From an optimization exercise on the open Yosys and OpenROAD flow, aimed at small area and a short achievable clock period; shortcuts taken in it are not production practice. In this exercise RTL edits were held to simulation tests only and were not proved equivalent to the original.

## flow/design.v (module list and top-level ports; edited modules follow where they fit)
// module TRN_RMS: 454 lines
module TRN_RMS(
    input wire clk,
    input wire reset,
    input wire [19:0] data_in,
    output wire rms_tlast,
    output wire [39:0] result
);
  // ...
==> flow/flow/run.sh <==
#!/bin/bash
# Layout flow: the standard ORFS flow (standard.sh), with two changes:
#  - after the standard synthesis, the logic between the sample registers and
#    the squarer's carry-save registers (sq_s, sq_c) is replaced by the
#    hand-mapped tree in flow/tree.txt (flow/patch.py); registers are untouched;
#  - repair aims at a tighter setup margin, may resize across cell footprints,
#    and ports get buf_2 buffers.
set -euo pipefail
MARGIN=${MARGIN:-5.3}
R=$PWD/orfs/results/sky130hd/TRN_RMS/base
python3 - "$MARGIN" <<'PY'
import re, sys
s = open("standard.sh").read()
s2 = re.sub(r'SETUP_SLACK_MARGIN=\S+', 'SETUP_SLACK_MARGIN=' + sys.argv[1], s)
s2 = s2.replace('"${@:-finish}"', 'MATCH_CELL_FOOTPRINT=0 "${@:-finish}"')
assert s2.count('MATCH_CELL_FOOTPRINT=0') == 1 and 'SETUP_SLACK_MARGIN=' + sys.argv[1] in s2
open("my_standard.sh", "w").write(s2)
PY
export BUFFER_PORTS_ARGS="-buffer_cell sky130_fd_sc_hd__buf_2"
bash my_standard.sh "$R/1_2_yosys.v" > synth.log 2>&1
cp "$R/1_2_yosys.v" "$R/1_2_yosys_standard.v"
python3 flow/patch.py "$R/1_2_yosys_standard.v" flow/tree.txt "$R/1_2_yosys.v" > patch.log 2>&1
bash my_standard.sh > layout.log 2>&1
==> flow/flow/patch.py <==
#!/usr/bin/env python3
"""Replace the synthesized logic that feeds the registers named in a tree
file with the cells the tree file lists.  Registers are untouched.

usage: patch.py netlist.v tree.txt out.v
"""
import re, sys

src, treef, dst = sys.argv[1:4]
text = open(src).read()

cell_re = re.compile(r'^(\s*)(sky130_fd_sc_hd__\w+)\s+(\\\S+\s|\S+)\s*\((.*?)\);\n', re.S | re.M)
pin_re = re.compile(r'\.(\w+)\(\s*(\\\S+\s|[^()\s]+)\s*\)')
OUTPINS = {"X", "Y", "Q", "Q_N", "SUM", "COUT", "HI", "LO"}

cells = []
for m in cell_re.finditer(text):
    typ, inst, body = m.group(2), m.group(3).strip(), m.group(4)
    pins = {p: n.strip() for p, n in pin_re.findall(body)}
    cells.append({"typ": typ, "inst": inst, "pins": pins, "span": m.span()})

def is_ff(c):
    return "__df" in c["typ"]

drv, loads = {}, {}
for i, c in enumerate(cells):
    for p, n in c["pins"].items():
        if p in OUTPINS:
            assert n not in drv, "two drivers on " + n
            drv[n] = i
        else:
            loads.setdefault(n, []).append(i)

regs = {}
for i, c in enumerate(cells):
    if is_ff(c):
        name = re.sub(r'\$_.*$', '', c["inst"].lstrip("\\"))
        regs[name] = i

tree_cells, outs = [], []
for line in open(treef):
    f = line.split()
    if not f or f[0].startswith("#"):
        continue
    if f[0] == "CELL":
        tree_cells.append((f[1], f[2], dict(kv.split("=", 1) for kv in f[3:])))
    elif f[0] == "OUT":
        outs.append((f[1], f[2]))

def qnet(r):
    return cells[regs[r]]["pins"]["Q"]

rename = {}
roots = []
for r, net in outs:
    if r not in regs:
        sys.exit("patch: register %s not in netlist" % r)
    d = cells[regs[r]]["pins"]["D"]
    if net.startswith("reg:"):
        if d != qnet(net[4:]):
            sys.exit("patch: %s is not fed straight from %s" % (r, net[4:]))
        continue
    rename[net] = d
    roots.append(d)

# fan-in cone of the roots, up to registers and ports
cone = set()
stack = list(roots)
seen = set()
while stack:
    n = stack.pop()
    if n in seen:
        continue
    seen.add(n)
    i = drv.get(n)
    if i is None or is_ff(cells[i]):
        continue
    cone.add(i)
    for p, m in cells[i]["pins"].items():
        if p not in OUTPINS:
            stack.append(m)
# keep cone cells whose outputs are used outside the cone
rootset = set(roots)
changed = True
while changed:
    changed = False
    for i in list(cone):
        for p, n in cells[i]["pins"].items():
            if p in OUTPINS:
                users = loads.get(n, [])
                ext = [u for u in users if u not in cone and not (is_ff(cells[u]) and cells[u]["pins"].get("D") == n and n in rootset)]
                port = re.match(r'^(result|rms_tlast)\b', n) is not None
                if ext or port:
                    cone.discard(i)
                    changed = True
                    break
# anything still in the cone that feeds a kept cell must stay too
changed = True
while changed:
    changed = False
    for i in list(cone):
        for p, n in cells[i]["pins"].items():
            if p in OUTPINS and any(u not in cone and not is_ff(cells[u]) for u in loads.get(n, [])):
                cone.discard(i)
                changed = True

# nets the new cells use
def net_of(n):
    if n.startswith("reg:"):
        return qnet(n[4:])
    return rename.get(n, "tn_" + n)

for i in cone:
    for p, n in cells[i]["pins"].items():
        if p in OUTPINS and n in rootset:
            pass
new_wires = set()
out = []
for typ, inst, pins in tree_cells:
    conn = []
    for p, n in pins.items():
        m = net_of(n)
        if m.startswith("tn_"):
            new_wires.add(m)
        conn.append("    .%s(%s)" % (p, m + " " if m.startswith("\\") else m))
    out.append("  %s %s (\n%s\n  );\n" % (typ, inst, ",\n".join(conn)))

# every root must now be driven by exactly one new cell
driven = {}
for typ, inst, pins in tree_cells:
    for p, n in pins.items():
        if p in OUTPINS:
            driven[net_of(n)] = driven.get(net_of(n), 0) + 1
for r in roots:
    if driven.get(r) != 1:
        sys.exit("patch: root %s driven %s times" % (r, driven.get(r)))
    i = drv.get(r)
    if i is not None and i not in cone:
        sys.exit("patch: root %s still driven by kept cell %s" % (r, cells[i]["inst"]))

pieces, last = [], 0
for i in sorted(cone, key=lambda i: cells[i]["span"][0]):
    a, b = cells[i]["span"]
    pieces.append(text[last:a])
    last = b
pieces.append(text[last:])
body = "".join(pieces)
decl = "".join("  wire %s;\n" % w for w in sorted(new_wires))
k = body.rindex("endmodule")
body = body[:k] + decl + "".join(out) + body[k:]
open(dst, "w").write(body)
sys.stderr.write("patch: removed %d cells, added %d cells\n" % (len(cone), len(tree_cells)))
==> flow/standard.sh <==
#!/bin/bash
# synth_recipe.tcl (not shown) runs the flow's synth.tcl, then flattens the netlist and writes it again
# the make line also repeats each setting of config.mk as NAME=value (left out here)
make -C /OpenROAD-flow-scripts/flow DESIGN_CONFIG=/design/flow/config.mk WORK_HOME=/design/flow/orfs CLKGATE_MAP_FILE= SYNTH_SCRIPT=/design/flow/synth_recipe.tcl "${@:-finish}"
==> flow/config.mk <==
export PLATFORM = sky130hd
export DESIGN_NAME = TRN_RMS
export DESIGN_NICKNAME = TRN_RMS
export VERILOG_FILES = /design/flow/design.v
export SDC_FILE = /design/flow/constraint.sdc
export NUM_CORES = 4
export LEC_CHECK = 0
export CAP_MARGIN = 20
export CORE_MARGIN = 2
export CORE_UTILIZATION = 40
export SETUP_SLACK_MARGIN = 5
export SLEW_MARGIN = 20
export TNS_END_PERCENT = 100
==> flow/constraint.sdc <==
create_clock -name core_clock -period 8.0 [get_ports {clk}]
set_input_delay 1.6000 -clock core_clock [delete_from_list [all_inputs] [get_ports {clk}]]
set_output_delay 1.6000 -clock core_clock [all_outputs]
set_load 0.01 [all_outputs]
Not shown: flow/flow/tree.txt
==> results by group, run 1 <==
Worst hold path
  – Hold depth: 0
  – Worst Hold Path EP: sq_s[0]$_DFF_P_

Floorplan
  – Die area: 0.0274 sq mm
  – I/O Pins: 63

Job
  – Max Cap Viol: 0

Cells and area
  – Reg with most FFs: acc
  – Final Net Count: roughly 1500
  – Largest registers: acc: 45 flops, sq_s: 37 flops, sq_c: 35 flops
  – Seq/total area: 22.9%
  – Filler cell count in the final layout: between 2000 and 2500
  – Final instance area: between 0.01 and 0.015 sq mm
  – FF+latch area: 0.00308 sq mm
  – Clock network area share: 4.54%
  – P&R area growth vs syn: 28.8%
  – Diodes inserted: 0

Drt
  – 1st-iter DRT viols: 456
  – Met2 WL: approximately 13000 um
  – Max layer used: met4
  – Drt wl/cell: about 16 um
  – WL met1: 10700 um
  – Routed wl met3: 1620 um

Clock tree
  – Num Clock Sinks: 146
  – Num CTS Buffers: 17
  – Clock latency (worst-skew pair): 430 ps
  – Clock slew at reported path FFs: about 60 ps

Yosys
  – Synth Area per Inst: 9.84 sq um

Critical path
  – Crit path depth: 8
  – Reg2reg start: v[5]$_DFF_PP0_
  – WP buf/inv: 1
  – Crit path DAT: 3500 ps

Timing
  – Max Fclk: 313 MHz
  – Max Slew Vio Count: 0
  – Hold slack: approximately 340 ps

Placed design
  – DP Worst Slack: roughly 4700 ps
  – Placed Cells: 1419

Global route
  – GRT busiest layer: met2
  – M2 GR Usage: around 30%
  – Total GRT Usage: 18.4%
  – Met1 GRT Util: about a quarter

Outcome
  – Status: no timing/DRC/antenna violations
==> inputs of run 2 (changes only) <==
--- a/flow/flow/run.sh
+++ b/flow/flow/run.sh
@@ -6,7 +6,7 @@
 #  - repair aims at a tighter setup margin, may resize across cell footprints,
 #    and ports get buf_2 buffers.
 set -euo pipefail
-MARGIN=${MARGIN:-5.3}
+MARGIN=${MARGIN:-5.0}
 R=$PWD/orfs/results/sky130hd/TRN_RMS/base
 python3 - "$MARGIN" <<'PY'
 import re, sys
==> run 2 against run 1 <==
  * Register-to-register slack hardly changed
  * Highest routed layer unchanged
  * Still clean on timing, DRC and antenna
  * Wire length is 7.9% lower
  * Clock skew is 5.7 ps lower
==> results by group, run 2 <==
Timing
  – Final min period: 3210 ps
  – Setup violators final: 0
  – Clk_skew: slightly above 9 ps
  – TNS Setup: 0 ps
  – Slew of the pin with the lowest slew margin: 1020 ps
  – Max Slew Vio Count: 0 (unchanged)
  – RSZ-0062 raised after global routing: true
  – Hold slack: 335 ps (-6.30 ps)
  – Period utilisation layout: 40.1%
  – Final hold vios: 0
  – Slew HR: a little under a third
  – Max Fclk: 312 MHz (-0.43%)

Outcome
  – Status: no timing/DRC/antenna violations

Drt
  – 1st-iter DRT viols: 459 (+0.66%)
  – DR vias: ~7500
  – Via density per instance: 4.83
  – Pre-antenna DRT Iters: 5
  – Final ANT Viol Nets: 0
  – Drt wl/cell: 15.0 um (-6.4%)
  – Final wirelength: 23400 um
  – Remaining DRCs: 0

Floorplan
  – Initial Util: 40.4%
  – Site Rows: just under 60
  – CORE AREA: 0.0258 sq mm
  – I/O Pins: 63 (unchanged)
  – Chip height: 166 um
  – Die area: 0.0274 sq mm (unchanged)
  – Die W: about 170 um

Placed design
  – Global placement routability congestion: 0.828
  – Placed Cells: 1419 (unchanged)
  – Port bufs: 60
  – Dpl hpwl: 15400 um

Yosys
  – Yosys warnings: 1
  – Netlist Area Pre-Place: 0.0104 sq mm
  – Synth Instances: 1062
  – Synth Area per Inst: 9.84 sq um (unchanged)

Clock tree
  – Num CTS Buffers: 17 (unchanged)
  – Maximum clock insertion buffer count: 2
  – # hold bufs at CTS: 0
  – H-tree Lvls: 4
  – Num Clock Sinks: 146 (unchanged)
  – Clock latency (worst-skew pair): 420 ps (about the same)
  – CTS tree: yes
  – Clock slew at reported path FFs: 70 ps (about the same)
  – Clock root buffer: clkbuf_16

Cells and area
  – P&R area growth vs syn: 21.7%
  – Cell Count, Final, Fillers Out: 1553
  – Finished Core Util: 49.2%
  – Largest registers: acc: 45 flops, sq_s: 37 flops, sq_c: 35 flops
  – Final Net Count: 1436 (-1.8%)
  – Reg with most FFs: acc
  – Filler cell count in the final layout: 2359 (+4.2%)
  – Diodes inserted: 0 (unchanged)
  – Most frequent cells in the layout: nor2_1 (291), fa_1 (143), dfxtp_1 (117), buf_4 (91), xor2_1 (78)
  – Layout cell share with drive strength beyond 1: ~24%
  – Commonest non-fill, non-tap cell in the layout: nor2_1
  – Max reg flops: 45

Critical path
  – Crit path DAT: 3510 ps (about the same)
  – Critical path startpoint category: flip-flop
  – Worst Path Required: just over 8000 ps
  – Worst Path Max Fanout: 5
  – Kind of critical path: flip-flop to flip-flop
  – Crit path capture type: flip-flop

Job
  – Max Cap Viol: 0 (unchanged)

Global route
  – Initial antenna violation count: 0
  – Number of global-route vias before repair: 7827
  – Largest net degree at the start of global routing: 46
  – Global-route wire length before repair: 39000 um
  – Grt total ovfl: 0
  – Total GRT Usage: 17.7% (-0.74 points)

Worst hold path
  – Worst min-delay path class: flip-flop to flip-flop
-- run 2: area by class of cell --
class	count	area [sq um]	area share, %
Clock buffer	20	468	3.68
Timing Repair Buffer	164	1160	9.15
Multi-Input combinational cell	806	7100	55.9
Timing Repair inverter	1	5.00	0.0394
Tap cell	335	419	3.30
Inverter	69	359	2.82
Sequential cell	146	3070	24.2
Clock inverter	12	121	0.955
-- run 2: stage by stage --
stage,instance area [sq um],setup slack [ps]
final,12700,4790
after global routing,12700,4730
after CTS,12500,4820
after detailed placement,11000,4300
after global placement,11000,4370
after floorplan,10600,4910
-- run 2: critical path: stages, from the launching register on --
cell and delay, ps:
dfrtp_2 440, clkinv_4 110, nor2_2 150, fa_2 460
fa_2 370, fa_2 350, fa_1 510, fa_1 420
ha_1 280
-- run 2: final timing paths --
path	startpoint	to	slack [ps]	cells after the start
setup / recovery	v[2]$_DFF_PP0_	sq_c[19]$_DFF_P_	4790	8
hold / removal	xb0$_DFF_PP0_	sq_s[0]$_DFF_P_	330	0
setup reg to reg	v[2]$_DFF_PP0_	sq_c[19]$_DFF_P_	4790	8
hold reg to reg	xb0$_DFF_PP0_	sq_s[0]$_DFF_P_	330	0
max in group asynchronous	reset	v[15]$_DFF_PP0_	6450	3
min in group asynchronous	reset	v[16]$_DFF_PP0_	1240	3
-- run 2: timing repair --
item,in CTS,in global routing
gates cloned,0,1
setup endpoints to repair,53,48
buffers inserted,90,11
pin swaps,11,20
resized for setup,82,52
-- run 2: per-layer routing --
layer	wire length, um	vias to the layer above	track usage [%]
li1	-	3545	-
met1	10500	3752	24.1
met2	11400	189	29.2
met3	1230	19	3.56
met4	269	0	4.20
met5	0	-	0

what the ideal ports hide:
In the flow no input, the clock included, has a driving cell. The finished layouts below were timed again as built, in two steps. Step 1 sets driving cells, clkbuf_16 on the clock port and buf_2 on the other inputs (assumed; they add their load-dependent delay and slew). Step 2 moves the port delays by t, midway between the first and last clock arrival at a register: inputs arrive t later, outputs are due t later. That takes back most of the time a late clock gives input paths. Slacks: ideal ports / drivers / drivers and shift; pairs: ideal ports / drivers.
run	t (ns)	slack for setup (ns)	worst data-port slew with drivers (ns)
run 1	0.470	4.808 / 4.808 / 4.808	0.03
run 2	0.463	4.794 / 4.794 / 4.794	0.05
After both steps every run listed still meets setup and hold.
